This is an optimization exercise on Yosys and OpenROAD, whose aim is small area, a short achievable clock period and few clock cycles, not a production implementation.
Function was checked by simulation only, so behaviour that the tests miss may differ from the original.
Power is estimated from default activity; no workload was simulated.

==> config.mk <==
export PLATFORM = sky130hd
export DESIGN_NAME = mips
export DESIGN_NICKNAME = mips
export VERILOG_FILES = /design/flow/design.v
export SDC_FILE = /design/flow/constraint.sdc
export NUM_CORES = 4
export LEC_CHECK = 0
export ABC_CLOCK_PERIOD_IN_PS = 3000
export CAP_MARGIN = 10
export CORE_MARGIN = 2
export CORE_UTILIZATION = 40
export CTS_CLUSTER_DIAMETER = 100
export CTS_CLUSTER_SIZE = 20
export PLACE_DENSITY = 0.7
export SLEW_MARGIN = 10
==> constraint.sdc <==
create_clock -name core_clock -period 10.0 [get_ports {clk}]
set_input_delay 2.0000 -clock core_clock [delete_from_list [all_inputs] [get_ports {clk}]]
set_output_delay 2.0000 -clock core_clock [all_outputs]
set_load 0.01 [all_outputs]
==> design.v <==
module alu (
    input  logic [3:0]  alusel,    
    input  logic        sub,
    input  logic [31:0] a, b,      
    output logic [31:0] out,
    output logic        eq
);
logic [33:0] sum;
always_comb begin
    sum = {1'b0, a, 1'b1} + {1'b0, b, sub};
    out = ({32{alusel[0]}} & sum[32:1])
        | ({32{alusel[1]}} & (a & b))
        | ({32{alusel[2]}} & (a | b))
        | ({32{alusel[3]}} & {31'b0, ~sum[33]});
    eq  = (a == b);
end
endmodule
module ALUcontrol (
    input  logic [31:0] instr,
    output logic [3:0]  alusel,
    output logic        sub
);
wire [5:0] op = instr[31:26];
wire [5:0] fn = instr[5:0];
always_comb begin
    alusel = 4'b0001;                
    sub    = 1'b0;
    if (op == 6'h00) begin
        case (fn)
            6'h20: alusel = 4'b0001;               
            6'h22: begin alusel = 4'b0001; sub = 1'b1; end  
            6'h25: alusel = 4'b0100;               
            6'h2A: begin alusel = 4'b1000; sub = 1'b1; end  
            default: alusel = 4'b0010;             
        endcase
    end
end
endmodule
module pc (
    input  logic [9:0] F,
    input  logic [9:0] offset,
    output logic [9:0] inc,
    output logic [9:0] tgt
);
always_comb begin
    inc = F + 10'd1;
    tgt = F + 10'd1 + offset;
end
endmodule
module instmem (
    input  logic        clk, rst,
    input  logic        load,       
    input  logic        squash,     
    input  logic [31:0] mem_data,
    output logic [31:0] inst,
    output logic        valid
);
always_ff @(posedge clk) begin
    if (rst)          valid <= 1'b0;
    else if (squash)  valid <= valid & ~load;
    else if (load)    valid <= 1'b1;
end
always_ff @(posedge clk) begin
    if (load) inst <= mem_data;
end
endmodule
module regmem (
    input  logic        clk, rst,
    input  logic [31:0] R_sel1, R_sel2,    
    input  logic [4:0]  W_reg,
    input  logic        regWrite,
    input  logic [31:0] W_data,
    output logic [31:0] R_data1, R_data2
);
logic [32*32-1:0] mem_array;
logic rst_q;
always_ff @(posedge clk) rst_q <= rst;
wire  [31:0] wd = rst_q ? 32'd0 : W_data;
genvar g;
generate
    for (g = 0; g < 32; g = g + 1) begin : regs
        wire en = rst_q | (regWrite && (W_reg == g));
        always_ff @(posedge clk) begin : RegMem
            if (en)
                mem_array[32*g +: 32] <= wd;
        end
    end
endgenerate
always_comb begin : RegRead
    R_data1 = 32'd0;
    R_data2 = 32'd0;
    for (int i = 0; i < 32; i++) begin
        R_data1 = R_data1 | ({32{R_sel1[i]}} & mem_array[32*i +: 32]);
        R_data2 = R_data2 | ({32{R_sel2[i]}} & mem_array[32*i +: 32]);
    end
end
endmodule
module datapath (
    input  logic        clk,rst,
    output logic [9:0]  imem_addr,
    input  logic [31:0] imem_data,
    output logic [9:0]  d_addr,
    output logic        d_wr,
    output logic [31:0] d_wdata,
    input  logic [31:0] d_rdata
);
logic [9:0]  F;
assign imem_addr = F;
logic [31:0] IR;
logic        id_v;
logic        id_we, id_lw, id_sw, id_beq, id_j, id_use_rs, id_use_rt, id_imm_b;
logic [3:0]  id_alusel;
logic        id_sub;
logic [4:0]  id_wa;
controlunit ControlUnit (
    .instr(IR),
    .we(id_we), .lw(id_lw), .sw(id_sw), .beq(id_beq), .j(id_j),
    .use_rs(id_use_rs), .use_rt(id_use_rt), .imm_b(id_imm_b),
    .wa(id_wa)
);
ALUcontrol ALUControl (
    .instr(IR),
    .alusel(id_alusel),
    .sub(id_sub)
);
wire [4:0]  rs = IR[25:21];
wire [4:0]  rt = IR[20:16];
wire [31:0] imm = {{16{IR[15]}}, IR[15:0]};
logic        m_we, m_lw;
logic [4:0]  m_wa;
logic [31:0] m_res;
wire  [31:0] m_wdata = m_lw ? d_rdata : m_res;
logic [31:0] rf_a, rf_b;
logic [31:0] rsel_a, rsel_b;    
regmem Registers (
    .clk(clk), .rst(rst),
    .R_sel1(rsel_a), .R_sel2(rsel_b),
    .W_reg(m_wa), .regWrite(m_we), .W_data(m_wdata),
    .R_data1(rf_a), .R_data2(rf_b)
);
logic        ex_v, ex_we, ex_lw, ex_sw, ex_beq, ex_pred, ex_sub;
logic [31:0] alu_out;
logic [3:0]  ex_alusel;
logic [4:0]  ex_wa;
logic [31:0] ex_a, ex_b;
logic [9:0]  ex_imm, ex_alt;
wire ex_wr = ex_v & ex_we;
wire stall = id_v & ex_v & ex_lw &
             ((id_use_rs & (ex_wa == rs)) | (id_use_rt & (ex_wa == rt)));
wire fwd_ex_a = ex_wr & ~ex_lw & (ex_wa == rs);
wire fwd_ex_b = ex_wr & ~ex_lw & (ex_wa == rt);
logic id_fma, id_fmb;
logic ex_j, ex_lost;
logic mis, lost_beq, lost_j, eq;
wire        pred = id_beq & (IR[15] | (rs == rt));
logic [9:0] f_inc, f_tgt, f_tgt_ex;
pc InstructionFetch (
    .F(F), .offset(IR[9:0]), .inc(f_inc), .tgt(f_tgt)
);
pc LostTarget (
    .F(F), .offset(ex_imm), .inc(), .tgt(f_tgt_ex)
);
always_ff @(posedge clk) begin
    if (rst) F <= 10'd0;
    else if (mis)      F <= ex_alt;
    else if (lost_beq) F <= eq ? f_tgt_ex : f_inc;
    else if (lost_j)   F <= ex_alt;
    else if (!stall) begin
        if (id_v & id_j)         F <= IR[9:0];
        else if (id_v & pred)    F <= f_tgt;
        else                     F <= f_inc;
    end
end
instmem InstructionMemory (
    .clk(clk), .rst(rst),
    .load(!stall), .squash(mis),
    .mem_data(imem_data),
    .inst(IR), .valid(id_v)
);
always_ff @(posedge clk) begin
    if (rst) ex_v <= 1'b0;
    else     ex_v <= id_v & ~stall;
end
always_ff @(posedge clk) begin
    begin
        ex_we     <= id_we;
        ex_lw     <= id_lw;
        ex_sw     <= id_sw;
        ex_beq    <= id_beq;
        ex_pred   <= pred;
        ex_sub    <= id_sub;
        ex_alusel <= id_alusel;
        ex_wa     <= id_wa;
        ex_imm    <= IR[9:0];
        ex_j      <= id_j;
        ex_lost   <= mis;
        ex_alt    <= id_j ? IR[9:0] : (pred ? f_inc : f_tgt);
        ex_a      <= fwd_ex_a ? alu_out : (id_fma ? m_wdata : rf_a);
        ex_b      <= id_imm_b ? imm : ((fwd_ex_b ? alu_out : (id_fmb ? m_wdata : rf_b)) ^ {32{id_sub}});
    end
end
wire [4:0] nx_rs = imem_data[25:21];
wire [4:0] nx_rt = imem_data[20:16];
always_ff @(posedge clk) begin
    id_fma <= ex_wr & (stall ? (ex_wa == rs) : (ex_wa == nx_rs));
    id_fmb <= ex_wr & (stall ? (ex_wa == rt) : (ex_wa == nx_rt));
end
wire [4:0] sel_rs = stall ? rs : nx_rs;
wire [4:0] sel_rt = stall ? rt : nx_rt;
always_ff @(posedge clk) begin
    rsel_a <= 32'd1 << sel_rs;
    rsel_b <= 32'd1 << sel_rt;
end
alu ALU (
    .alusel(ex_alusel), .sub(ex_sub),
    .a(ex_a), .b(ex_b),
    .out(alu_out), .eq(eq)
);
always_comb begin
    mis      = ex_v & ex_beq & ~ex_lost & (eq ^ ex_pred);
    lost_beq = ex_v & ex_beq &  ex_lost;
    lost_j   = ex_v & ex_j   &  ex_lost;
end
always_ff @(posedge clk) begin
    if (rst) begin
        m_we <= 1'b0;
        d_wr <= 1'b0;
    end else begin
        m_we <= ex_v & ex_we;
        d_wr <= ex_v & ex_sw;
    end
end
always_ff @(posedge clk) begin
    m_lw    <= ex_lw;
    m_wa    <= ex_wa;
    m_res   <= alu_out;
    d_addr  <= ex_a[9:0] + ex_imm;
    d_wdata <= ex_b;
end
endmodule
module controlunit (
    input  logic [31:0] instr,
    output logic        we,       
    output logic        lw, sw, beq, j,
    output logic        use_rs, use_rt,
    output logic        imm_b,    
    output logic [4:0]  wa
);
localparam logic [5:0] RType = 6'h00;
localparam logic [5:0] ADDI  = 6'h08;
localparam logic [5:0] LW    = 6'h23;
localparam logic [5:0] SW    = 6'h2B;
localparam logic [5:0] BEQ   = 6'h04;
localparam logic [5:0] JMP   = 6'h02;
wire [5:0] op = instr[31:26];
wire rtype = (op == RType);
wire addi  = (op == ADDI);
always_comb begin
    lw     = (op == LW);
    sw     = (op == SW);
    beq    = (op == BEQ);
    j      = (op == JMP);
    we     = rtype | addi | lw;
    use_rs = rtype | addi | lw | sw | beq;
    use_rt = rtype | sw | beq;
    imm_b  = addi;
    wa     = rtype ? instr[15:11] : instr[20:16];
end
endmodule
module mips (
    input  logic        clk,rst,
    output logic [9:0]  imem_addr,
    input  logic [31:0] imem_data,
    output logic [9:0]  d_addr,
    output logic        d_wr,
    output logic [31:0] d_wdata,
    input  logic [31:0] d_rdata
);
datapath Datapath(.*);
endmodule
==> flow/run.sh <==
#!/bin/bash
set -euo pipefail
bash standard.sh SETUP_SLACK_MARGIN=6.85 "BUFFER_PORTS_ARGS=-buffer_cell sky130_fd_sc_hd__buf_2" finish > standard_flow.log 2>&1
==> standard.sh <==
#!/bin/bash
# synth_recipe.tcl (not shown) runs the flow's synth.tcl, then flattens the netlist and writes it again
# the make line also repeats each setting of config.mk as NAME=value (left out here)
make -C /OpenROAD-flow-scripts/flow DESIGN_CONFIG=/design/flow/config.mk WORK_HOME=/design/flow/orfs CLKGATE_MAP_FILE= SYNTH_SCRIPT=/design/flow/synth_recipe.tcl "${@:-finish}"
==> results of run 1 <==
power by group:
group	switching [W]	total (W)	internal (W)
clock network	0.00187	0.00331	0.00144
registers	0.000649	0.00793	0.00728
logic	0.00182	0.00266	0.000837
total	0.00433	0.0139	0.00956
timing repair:
item,in CTS,in global routing
hold buffers,0,0
resized for setup,126,120
endpoints found under the setup margin,138,198
gates cloned,0,1
setup buffers,13,44
pin swaps,5,38
critical path, cell delays in order (launching register included):
cell and delay [ps]:
dfxtp_2 1020, buf_4 580, a22o_1 260, a221oi_1 70, nand4_1 170, nor3_1 90
a221oi_1 950, a21o_1 160
flip-flops by register name (all words and copies together) (netlist names), 4 cells and up:
| name | count |
|---|---|
| Datapath.ex_alt | 10 |
| Datapath.ex_wa | 5 |
| Datapath.rsel_a | 32 |
| Datapath.F | 10 |
| Datapath.m_wa | 5 |
| Datapath.rsel_b | 32 |
| Datapath.m_res | 32 |
| Datapath.d_wdata | 32 |
| Datapath.d_addr | 10 |
| Datapath.ex_alusel | 4 |
| Datapath.Registers.mem_array | 1024 |
| Datapath.InstructionMemory.inst | 32 |
| Datapath.ex_a | 32 |
| Datapath.ex_b | 32 |
| Datapath.ex_imm | 10 |
cell usage in the layout, fill, tap and decap left out, types with 78 or more instances in the layout:
cell type  netlist  final
a21oi_1        180    172
a221oi_1       331    330
a22o_1         315    315
a22oi_1        270    270
buf_2            9     78
buf_4            3    160
clkbuf_16        0     78
dfxtp_1        262    136
dfxtp_2          0    104
edfxtp_1      1056   1056
ha_1            92     78
inv_1          114    107
nand2_1        153    138
nand3_1        125    122
nand4_1        114    114
nor2_1         180    144
o21ai_0        115    104
worst paths after layout:
path | from | slack, ps | end
max | Datapath.rsel_a[6] | 6630 | Datapath.ex_a[18]
min | Datapath.ex_lw | 360 | Datapath.m_lw
max reg2reg | Datapath.rsel_a[6] | 6630 | Datapath.ex_a[18]
min reg2reg | Datapath.ex_lw | 360 | Datapath.m_lw
final cells by class:
class / count / area, um^2
clock inverters: 8 / 90.1
repair buffers: 288 / 2170
clock buffers: 109 / 2050
diodes: 12 / 30.0
fillers: 12474 / 77800
flip-flops and latches: 1318 / 37200
well taps: 1890 / 2360
inverters: 117 / 439
multi-input cells: 2530 / 19100
through the flow:
stage,power [W],worst slack [ps],utilization
floorplan,0.00912,6210,-
global placement,0.0102,5980,0.423
detailed placement,0.0102,5920,0.423
CTS,0.0134,6770,0.443
global route,0.0142,6690,0.449
finish,0.0139,6630,0.449
metal layers:
layer  share of wire  GRT usage
met5          0.0035     0.0255
met4            0.10      0.227
met3            0.20      0.191
met2            0.39      0.465
met1            0.31      0.387
cell families after synthesis:
| group | count (synthesis) | synth area share |
|---|---|---|
| AO/OA/AOI/OAI | 1533 | 0.209 |
| XOR/XNOR | 95 | 0.0147 |
| adder cells (fa/ha/maj) | 96 | 0.0217 |
| buffers and inverters | 414 | 0.0294 |
| flip-flops | 1318 | 0.651 |
| multiplexers | 49 | 0.00867 |
| AND/OR/NAND/NOR | 757 | 0.0655 |
==> impl_metrics.env, run 1 <==
export IMPL_cts_root_buf="clkbuf_16"
export IMPL_drive_gt1_frac=0.155
export IMPL_drt_pre_antenna_iters=14
export IMPL_dpl_instance_area_mm2=0.0598
export IMPL_syn2layout_area_growth_pct=11.8
export IMPL_hold_depth=0
export IMPL_post_dp_hpwl_um=132000
export IMPL_drc=0
export IMPL_finalInstanceArea_mm2=0.0634
export IMPL_core_mm2=0.141
export IMPL_syn_mean_instance_area_um2=13.3
export IMPL_period_share=0.337
export IMPL_cts_tree="yes"
export IMPL_cp_arrival_ps=4030
export IMPL_avgViaCountPerCell=7.69
export IMPL_fmax_mhz=296
export IMPL_synth_ff_type="edfxtp_1"
export IMPL_critPathMaxFanout=18
export IMPL_dieArea_mm2=0.145
export IMPL_setup_viol=0
export IMPL_synthCells=4262
export IMPL_yosysTopAreaCellShare=0.559
export IMPL_hold_viol_final=0
export IMPL_status="no timing/DRC/antenna violations"
export IMPL_fp_row_count=138
export IMPL_yosys_warnings=7
export IMPL_final_cells=6272
export IMPL_grt_use_total=0.335
export IMPL_worst_r2r_path_depth=7
export IMPL_yosysTopAreaCell="edfxtp_1"
export IMPL_ys_seq_elements=1318
export IMPL_cts_buffers=76
export IMPL_hold_path_class="flip-flop to flip-flop"
export IMPL_ios=119
export IMPL_place_inst=6085
export IMPL_die_h_um=381
export IMPL_synth_common_cells="edfxtp_1, a221oi_1, a22o_1"
export IMPL_dr_first_iter_drc_count=11520
export IMPL_gp_congestion=0.957
export IMPL_crit_path_end_kind="flip-flop"
export IMPL_start_kind="flip-flop"
export IMPL_postRouteAntennaNets=0
export IMPL_grt_pass1_wl_um=344000
export IMPL_min_period_ps=3370
export IMPL_grt_antenna_before_repair=15
export IMPL_globalRoute_totalOverflow=0
export IMPL_path_class="flip-flop to flip-flop"
export IMPL_syn_cell_area_mm2=0.0567
export IMPL_wl_um=255000
export IMPL_start_util=0.402
export IMPL_skew_ps=36.0
export IMPL_cap_violations=0
export IMPL_clockBufferDepth=3
export IMPL_syn_nets=4424
export IMPL_synth_area_leaders="edfxtp_1, dfxtp_1, a221oi_1, a22o_1, a22oi_1"
export IMPL_worst_slew_pin_slew_ps=1430
export IMPL_setup_tns_final_ps=0
export IMPL_fp_dieW_um=381
export IMPL_dr_total_vias=48259
export IMPL_async_flop_share=0
export IMPL_ir_worst_vdd_mv=0.176
export IMPL_ys_seq_area_frac=0.651
export IMPL_wl_per_cell_um=40.7
export IMPL_clkTransAtPathRegs_ps=90
export IMPL_grt_pass1_vias=43988
export IMPL_grt_max_degree=58
export IMPL_grt_setup_unrepaired="true"
export IMPL_required_ps=10660
export IMPL_final_nets=4493
export IMPL_ys_types=86
export IMPL_powerDensity_mw_per_mm2=219
export IMPL_clock_latency_ps=720
export IMPL_drv_slew=0
export IMPL_whs_ps=365
export IMPL_cts_sinks=1318
export IMPL_port_buffers=118
export IMPL_slew_headroom=0.0377
export IMPL_synth_edf_count=1056
export IMPL_h_tree_depth=3
export IMPL_yosys_cell_count_top_type="edfxtp_1"
export IMPL_power_leakage_nw=22.1
Testbench counts, summed over its fixed seeds: cycles 106,009.
==> inputs of run 2 (changes only) <==
==> flow/run.sh (replaced) <==
#!/bin/bash
set -euo pipefail
bash standard.sh SETUP_SLACK_MARGIN=7 "BUFFER_PORTS_ARGS=-buffer_cell sky130_fd_sc_hd__buf_2" finish > standard_flow.log 2>&1
--- a/config.mk
+++ b/config.mk
@@ -12,4 +12,4 @@
 export CTS_CLUSTER_DIAMETER = 100
 export CTS_CLUSTER_SIZE = 20
-export PLACE_DENSITY = 0.7
+export PLACE_DENSITY = 0.6
 export SLEW_MARGIN = 10
==> run 2 against run 1 <==
  * First-iteration DRC count is 9.9% lower
  * Routed wire length is 5.0% higher
  * Area after synthesis stayed put
  * Sequential share of layout area is 0.71 points lower
  * Combinational power is 3% higher
  * Synthesized cell count stayed put
  * Critical endpoint is now d_wdata[23]
  * Highest routed layer unchanged
==> impl_metrics.env, run 2 <==
export IMPL_synth_area_leaders="edfxtp_1, dfxtp_1, a221oi_1, a22o_1, a22oi_1"
export IMPL_yosysTopAreaCell="edfxtp_1"
export IMPL_dieArea_mm2=0.145
export IMPL_slew_headroom=0.177
export IMPL_dr_first_iter_drc_count=10381
export IMPL_setup_tns_final_ps=0
export IMPL_critPathMaxStageDelay_ps=370
export IMPL_fillCellCount=12548
export IMPL_ys_types=86
export IMPL_drt_pre_antenna_iters=13
export IMPL_gp_congestion=0.955
export IMPL_synth_top_family_by_area="compound AO/OA/AOI/OAI gates"
export IMPL_worstPathCellList="buf_6"
export IMPL_synthCells=4262
export IMPL_syn_mean_instance_area_um2=13.3
export IMPL_cts_tree="yes"
export IMPL_synth_xor_area_frac=0.0147
export IMPL_finalInstanceArea_mm2=0.0642
export IMPL_port_buffers=118
export IMPL_post_dp_hpwl_um=150000
export IMPL_largest_register_ffs=1024
export IMPL_grt_pass1_vias=43721
export IMPL_globalRoute_totalOverflow=0
export IMPL_final_nets=4516
export IMPL_path_buf_inv=1
export IMPL_cts_sinks=1318
export IMPL_fp_row_count=138
export IMPL_yosys_area_share_simple=0.0655
export IMPL_period_share=0.322
export IMPL_drv_slew=0
export IMPL_synth_edf_count=1056
export IMPL_drive_gt1_frac=0.174
export IMPL_fp_dieW_um=381
export IMPL_regMostFlops="Datapath.Registers.mem_array"
export IMPL_start_util=0.402
export IMPL_multi_input_area_mm2=0.0197
export IMPL_place_inst=6102
export IMPL_ys_seq_area_frac=0.651
export IMPL_async_flop_share=0
export IMPL_cap_violations=0
export IMPL_powerDensity_mw_per_mm2=218
export IMPL_regArea_mm2=0.0372
export IMPL_yosysTopAreaCellShare=0.559
export IMPL_crit_path_end_kind="primary output"
export IMPL_die_h_um=381
export IMPL_grt_use_total=0.356
export IMPL_grt_antenna_before_repair=15
export IMPL_wl_um=268000
export IMPL_setup_viol=0
export IMPL_wl_per_cell_um=42.6
export IMPL_final_common_cell="edfxtp_1"
export IMPL_skew_ps=47.2
export IMPL_hold_path_class="flip-flop to flip-flop"
export IMPL_worst_slew_pin_slew_ps=1230
export IMPL_cp_top_family="flip-flops"
export IMPL_p_total_w=0.0140
export IMPL_required_ps=8000
export IMPL_syn2layout_area_growth_pct=13.2
export IMPL_path_class="flip-flop to primary output"
export IMPL_avgViaCountPerCell=7.50
export IMPL_h_tree_depth=3
export IMPL_postRouteAntennaNets=0
export IMPL_grt_pass1_wl_um=360000
export IMPL_post_route_util=0.455
export IMPL_fmax_mhz=311
export IMPL_ir_worst_vdd_mv=0.147
export IMPL_power_leakage_nw=22.3
export IMPL_status="no timing/DRC/antenna violations"
export IMPL_dpl_instance_area_mm2=0.0599
export IMPL_synth_ff_type="edfxtp_1"
export IMPL_min_period_ps=3220
export IMPL_final_cell_mix="edfxtp_1, a221oi_1, a22o_1"
export IMPL_start_kind="flip-flop"
export IMPL_yosys_cell_count_top_type="edfxtp_1"
export IMPL_synth_common_cells="edfxtp_1, a221oi_1, a22o_1"
export IMPL_synthAdderAreaFrac=0.0217
export IMPL_critPathMaxFanout=1
export IMPL_ios=119
export IMPL_crit_slowest_cell="dfxtp_2"
export IMPL_drc=0
export IMPL_final_cells=6290
export IMPL_syn_cell_area_mm2=0.0567
export IMPL_cts_buffers=75
export IMPL_clock_latency_ps=750
export IMPL_synth_compound_area_share=0.209
export IMPL_clockBufferDepth=3
export IMPL_clkTransAtPathRegs_ps=100
export IMPL_cp_arrival_ps=1220
export IMPL_yosys_warnings=7
export IMPL_dr_total_vias=47164
export IMPL_grt_setup_unrepaired="true"
export IMPL_syn_nets=4424
export IMPL_cts_root_buf="clkbuf_16"
export IMPL_synth_area_mux_share=0.00867
export IMPL_core_mm2=0.141
export IMPL_grt_max_degree=57
export IMPL_hold_viol_final=0
export IMPL_ys_seq_elements=1318
[run 2: cell types whose count changed in the layout (fill, tap and decap cells not counted), moves of 7 or more]
cell / change
nor3_1: -15
nor2_4: +11
o21ai_0: -9
nor3_2: +7
a31oi_1: -11
nor2_2: -10
ha_1: -10
o21ai_1: +8
a31oi_2: +8
nor3_4: +8
buf_4: +9
[run 2: where the power goes]
part | internal, W | switching, W
sequential | 0.00727 | 0.000637
combinational | 0.000877 | 0.00188
clock | 0.00145 | 0.00186
total | 0.00960 | 0.00438
[run 2: layer usage]
| layer | part of all wire | global-route usage |
|---|---|---|
| met5 | 0.0015 | 0.0155 |
| met4 | 0.091 | 0.234 |
| met3 | 0.18 | 0.167 |
| met2 | 0.40 | 0.505 |
| met1 | 0.33 | 0.431 |
[run 2: logic make-up after synthesis]
family                     after synthesis
AOI/OAI and AO/OA                     1533
xor gates and xnor gates                95
adders and majority gates               96
buffers and inverters                  414
DFF                                   1318
muxes                                   49
and+or+nand+nor                        757
[run 2: cell type report]
type	instances	area share
sequential	1318	0.579
multi-input combinational	2530	0.307
timing repair buffer	312	0.0374
tap	1890	0.0368
clock buffer	113	0.0324
inverter	117	0.00703
clock inverter	2	0.000312
antenna	8	0.000312
[run 2: final timing paths]
| check | start | to | slack (ps) | cells after the start |
|---|---|---|---|---|
| setup / recovery | Datapath.d_wdata[23] | d_wdata[23] | 6780 | 1 |
| hold / removal | Datapath.ex_b[30] | Datapath.d_wdata[30] | 370 | 0 |
| setup reg to reg | Datapath.Registers.rst_q | Datapath.Registers.mem_array[466] | 6800 | 4 |
| hold reg to reg | Datapath.ex_b[30] | Datapath.d_wdata[30] | 370 | 0 |
[run 2: metrics by stage]
stage | setup WS [ps] | hold WS [ps]
after detailed placement | 5800 | 362
after global placement | 5870 | 357
after CTS | 6730 | 367
after floorplan | 6210 | 344
after global routing | 6760 | 374
final | 6780 | 367
[run 2: timing repair]
action | CTS | global route
setup buffers | 38 | 26
pin swaps | 30 | 46
hold buffers | 0 | 0
setup endpoints to repair | 949 | 650
resized for setup | 197 | 176

==> separate check: timing with driven ports <==
The flow's constraints put no driver on any port. The routed layouts listed below were extracted and timed again, unchanged, in two steps.
Step 1, drivers: a clkbuf_16 drives clk and a buf_2 each remaining input, both assumed.
Step 2 times the ports against the registers' clock, not the clock port: input delays grow and output delays shrink by t, the midpoint of the rising clock arrivals with the driver on.
a / b / c = ideal / step 1 / step 2; a / b = the first two.
run	shift t [ns]	slack for setup (ns)	worst hold slack (ns)	worst slew at a driven data input, ns
run 1	0.780	6.626 / 6.626 / 6.135	0.365 / 0.365 / 0.365	0.06
run 2	0.815	6.780 / 6.688 / 6.141	0.367 / 0.367 / 0.367	0.05
After both steps setup and hold are still met in every run listed. The setup slack of run 2, which loses most, moves by -0.092 ns with the drivers and by -0.639 ns with both steps.
